Source: an optimization exercise on an open RTL-to-GDS flow (aim: small area and a short achievable clock period). Production flows keep margins and buffers that such runs may drop. In this exercise RTL edits were held to simulation tests only and were not proved equivalent to the original. The clock port is modelled as an ideal driver; clocking choices that lean on that would not hold on a real chip. Power is estimated from default activity; no workload was simulated.

== job 7229 ==
// simple_cpu
module simple_cpu (clk, rst, instruction, regfile_a, regfile_b, regfile_c, regfile_d);
Size: ~380 flip-flops, roughly 54 I/O pins, about 0.015 mm2 of cells after synthesis.
==> flow/config.mk <==
export PLATFORM = sky130hd
export DESIGN_NAME = simple_cpu
export DESIGN_NICKNAME = simple_cpu
export VERILOG_FILES = /design/flow/design.v
export SDC_FILE = /design/flow/constraint.sdc
export NUM_CORES = 4
export LEC_CHECK = 0
export ABC_AREA = 0
export CAP_MARGIN = 20
export CORE_MARGIN = 2
export CORE_UTILIZATION = 70
export SETUP_SLACK_MARGIN = 2.3
export SLEW_MARGIN = 20
export TNS_END_PERCENT = 10
==> flow/constraint.sdc <==
create_clock -name core_clock -period 4.0 [get_ports {clk}]
set_input_delay 0.8000 -clock core_clock [delete_from_list [all_inputs] [get_ports {clk}]]
set_output_delay 0.8000 -clock core_clock [all_outputs]
set_load 0.01 [all_outputs]
standard.sh (not shown) runs the stock make flow with config.mk's settings and CLKGATE_MAP_FILE= SYNTH_SCRIPT=/design/flow/synth_recipe.tcl, a recipe that flattens the netlist after the stock synthesis.
==> flow/flow/run.sh <==
#!/bin/bash
# The standard ORFS layout (standard.sh) with:
# - port buffers of buf_2 instead of the resizer's default delay cell;
# - CTS without dummy loads, built from clkbuf_8 in sink clusters of 16;
# - timing repair allowed to change a cell's footprint when sizing;
# - no full/half-adder cell extraction in synthesis (ABC maps the adder);
# - after CTS, greedy gate sizing on the worst path (post_cts.tcl, gsize.tcl).
# Each tool's log stays under orfs/logs; make's own output goes to flow.log.
set -euo pipefail
export BUFFER_PORTS_ARGS="-buffer_cell sky130_fd_sc_hd__buf_2"
export CTS_ARGS="-sink_clustering_enable -repair_clock_nets -dont_use_dummy_load -buf_list sky130_fd_sc_hd__clkbuf_8 -sink_clustering_size 16 -sink_clustering_max_diameter 40"
export POST_CTS_TCL="$PWD/flow/post_cts.tcl"
bash standard.sh MATCH_CELL_FOOTPRINT=0 ADDER_MAP_FILE= finish > flow.log 2>&1
==> flow/flow/gsize.tcl <==
# Greedy gate sizing on the worst setup path, run after CTS (placement
# parasitics). Each step tries every other drive strength of each cell on the
# current worst path and keeps the one change that most improves that path's
# endpoint slack without lowering the design's worst slack. Stops at the target
# slack, after max steps, or when no change helps.
proc gs_alts {inst} {
  set lc [$inst liberty_cell]
  if {$lc == "NULL"} { return {} }
  set n [get_name $lc]
  if {![regexp {^(sky130_fd_sc_hd__[a-z0-9]+)_([0-9]+)$} $n -> base drv]} { return {} }
  if {[string match "*clkbuf*" $base] || [string match "*clkinv*" $base] || [string match "*dlygate*" $base] || [string match "*clkdly*" $base]} { return {} }
  set out {}
  foreach c [get_lib_cells */${base}_*] {
    set cn [get_name $c]
    if {$cn != $n && [regexp "^${base}_\[0-9\]+\$" $cn]} { lappend out $cn }
  }
  return $out
}
proc gs_end_slack {pe} { return [$pe slack] }
proc gs_run {target max_steps} {
  set eps 1e-12
  set steps 0
  while {$steps < $max_steps} {
    set wns [sta::worst_slack_cmd max]
    if {$wns >= $target} { break }
    set pe [lindex [find_timing_paths -path_delay max -group_path_count 1] 0]
    set eppin [lindex [[$pe path] pins] 0]
    set ep_slack [$pe slack]
    set insts {}
    set epinst [sta::Pin_instance $eppin]
    set epname [get_full_name $eppin]
    foreach p [[$pe path] pins] {
      set inst [sta::Pin_instance $p]
      if {$inst == "NULL" || $inst == $epinst || [$inst liberty_cell] == "NULL"} { continue }
      if {[lsearch -exact $insts $inst] < 0} { lappend insts $inst }
    }
    set best_gain 0.0; set best_inst ""; set best_cell ""
    foreach inst $insts {
      set nm $inst
      set cur [get_name [$inst liberty_cell]]
      foreach alt [gs_alts $inst] {
        replace_cell $inst $alt
        estimate_parasitics -placement
        set w2 [sta::worst_slack_cmd max]
        if {[catch {set s2 [get_property [sta::find_pin $epname] slack_max]} err]} { puts "ERR $err [get_full_name $inst] $alt"; set s2 -1000 }
        set s2 [expr {$s2 * 1e-9}]
        replace_cell $inst $cur
        set gain [expr {min($s2, 10.0) - $ep_slack}]
        if {$w2 >= $wns - $eps && $gain > $best_gain + 1e-12} {
          set best_gain $gain; set best_inst $nm; set best_cell $alt
        }
      }
    }
    if {$best_inst == ""} { break }
    replace_cell $best_inst $best_cell
    estimate_parasitics -placement
    incr steps
  }
  puts "gsize: $steps changes, worst slack [sta::worst_slack_cmd max]"
}
Other scripts of this flow, unchanged in this note and not shown: flow/flow/post_cts.tcl
Input changes introduced in job 3234 (baseline for comparison: job 7229):
diff --git a/flow/flow/run.sh b/flow/flow/run.sh
--- a/flow/flow/run.sh
+++ b/flow/flow/run.sh
@@ -7 +7,2 @@
-# - after CTS, greedy gate sizing on the worst path (post_cts.tcl, gsize.tcl).
+# - after CTS and after global routing, greedy gate sizing on the worst path
+#   (post_cts.tcl, post_grt.tcl, gsize.tcl).
@@ -12,0 +14 @@
+export POST_GLOBAL_ROUTE_TCL="$PWD/flow/post_grt.tcl"
diff --git a/flow/flow/gsize.tcl b/flow/flow/gsize.tcl
--- a/flow/flow/gsize.tcl
+++ b/flow/flow/gsize.tcl
@@ -0,0 +1,2 @@
+set ::gs_est {estimate_parasitics -placement}
+proc gs_estimate {} { eval $::gs_est }
@@ -43 +45 @@
-        estimate_parasitics -placement
+        gs_estimate
@@ -56 +58 @@
-    estimate_parasitics -placement
+    gs_estimate
==> flow/flow/post_grt.tcl (new file) <==
# After global routing: greedy drive-strength sizing on the worst setup path
# with global-route parasitics (gsize.tcl), then legalize and reroute the
# changed nets incrementally.
source [file join [file dirname [info script]] gsize.tcl]
set ::gs_est {estimate_parasitics -global_routing}
global_route -start_incremental
estimate_parasitics -global_routing
puts "post_grt: worst slack before [sta::worst_slack_cmd max]"
gs_run 2.6e-9 300
detailed_placement
global_route -end_incremental
estimate_parasitics -global_routing
puts "post_grt: worst slack after [sta::worst_slack_cmd max]"
diff --git a/flow/config.mk b/flow/config.mk
--- a/flow/config.mk
+++ b/flow/config.mk
@@ -12 +12 @@
-export SETUP_SLACK_MARGIN = 2.3
+export SETUP_SLACK_MARGIN = 2.35
Job 3234: full flow OK, the timing, DRC and antenna checks passed. Final critical delay including setup and external delays (higher): job 7229. Higher total met2 wirelength after detailed routing goes to job 3234 over job 7229. On clock share of power, job 7229 and job 3234 are basically level. Delta(post-route cell area, job 3234 - job 7229) > 0. Cmp job 3234 vs job 7229: routed metal-1 wire length higher in job 3234. Measured against each other, job 7229 and job 3234 differ in critical path depth, the lower figure coming from job 3234.
diff inputs: job 3234 => job 9403
diff --git a/flow/config.mk b/flow/config.mk
--- a/flow/config.mk
+++ b/flow/config.mk
@@ -12 +12 @@
-export SETUP_SLACK_MARGIN = 2.35
+export SETUP_SLACK_MARGIN = 2.5
==> summary.txt <==
Busiest metal layer after global routing: met1 -> job 3234, met2 -> job 9403. Peak supply drop was lower in the run labelled job 9403. When the final numbers for job 9403 and job 3234 were put side by side, the net total in the final layout turned out to be smaller in job 9403. The number of global-route vias before repair number comes out higher for job 9403 vs job 3234. Diff job 3234 -> job 9403: post-route standard cell area excluding fillers now larger; shortest clock period the worst path allows after layout now smaller; switching portion of total power now smaller; quantity of I/O buffers inserted on ports comparable. Leakage power figure: job 3234 vs job 9403 — no meaningful difference.
What job 7500 does differently from job 9403 at the input level:
diff --git a/flow/config.mk b/flow/config.mk
--- a/flow/config.mk
+++ b/flow/config.mk
@@ -12 +12 @@
-export SETUP_SLACK_MARGIN = 2.5
+export SETUP_SLACK_MARGIN = 2.6
--- outcome ---
- Job 7500: PASS, flow complete, no timing, DRC or antenna violations
- Summary: with job 9403 as the reference, cell count in job 7500 moved up by a few percent.
- Setup slack, job 9403 and job 7500, higher one = job 7500.
- Going from job 9403 to job 7500, final area moved up, post-route met1 wirelength increased about 5.5%, non-clock buffer count climbed about 27%, total area of multi-input combinational cells up 30 um2, area of all sequential standard cells saw little to no change.
- Going from job 9403 to job 7500, register-to-register slack neither gained nor lost much; required time at the endpoint of the critical path picked up an extra 0.02 ns; part of the power in combinational logic picked up an extra 0.6 points; share of the clock period used by the worst path after layout -0.20 points.

static timing again, ports no longer ideal:
The results above use ideal ports. As a check the final layouts listed here were re-extracted and re-timed, cells and wires unchanged. Step 1 sets driving cells, clkbuf_16 on the clock port and buf_2 on the other inputs (assumed; they add their load-dependent delay and slew). Step 2 also shifts input and output timing later by t, the mid clock arrival at the registers, as if the neighbouring blocks saw the same clock. Slacks: ideal / step 1 / step 2; pairs: ideal / step 1.
run	t (ns)	slack for setup (ns)	worst setup path at the end	clock arrival spread, ns
job 7229	0.591	2.099 / 2.099 / 1.621	input to register	0.043 / 0.043
job 3234	0.593	2.159 / 2.113 / 1.664	input to register	0.043 / 0.043
job 9403	0.569	2.183 / 2.160 / 1.705	input to register	0.053 / 0.054
job 7500	0.569	2.192 / 2.155 / 1.697	input to register	0.080 / 0.079
After both steps setup and hold are still met in every run listed.
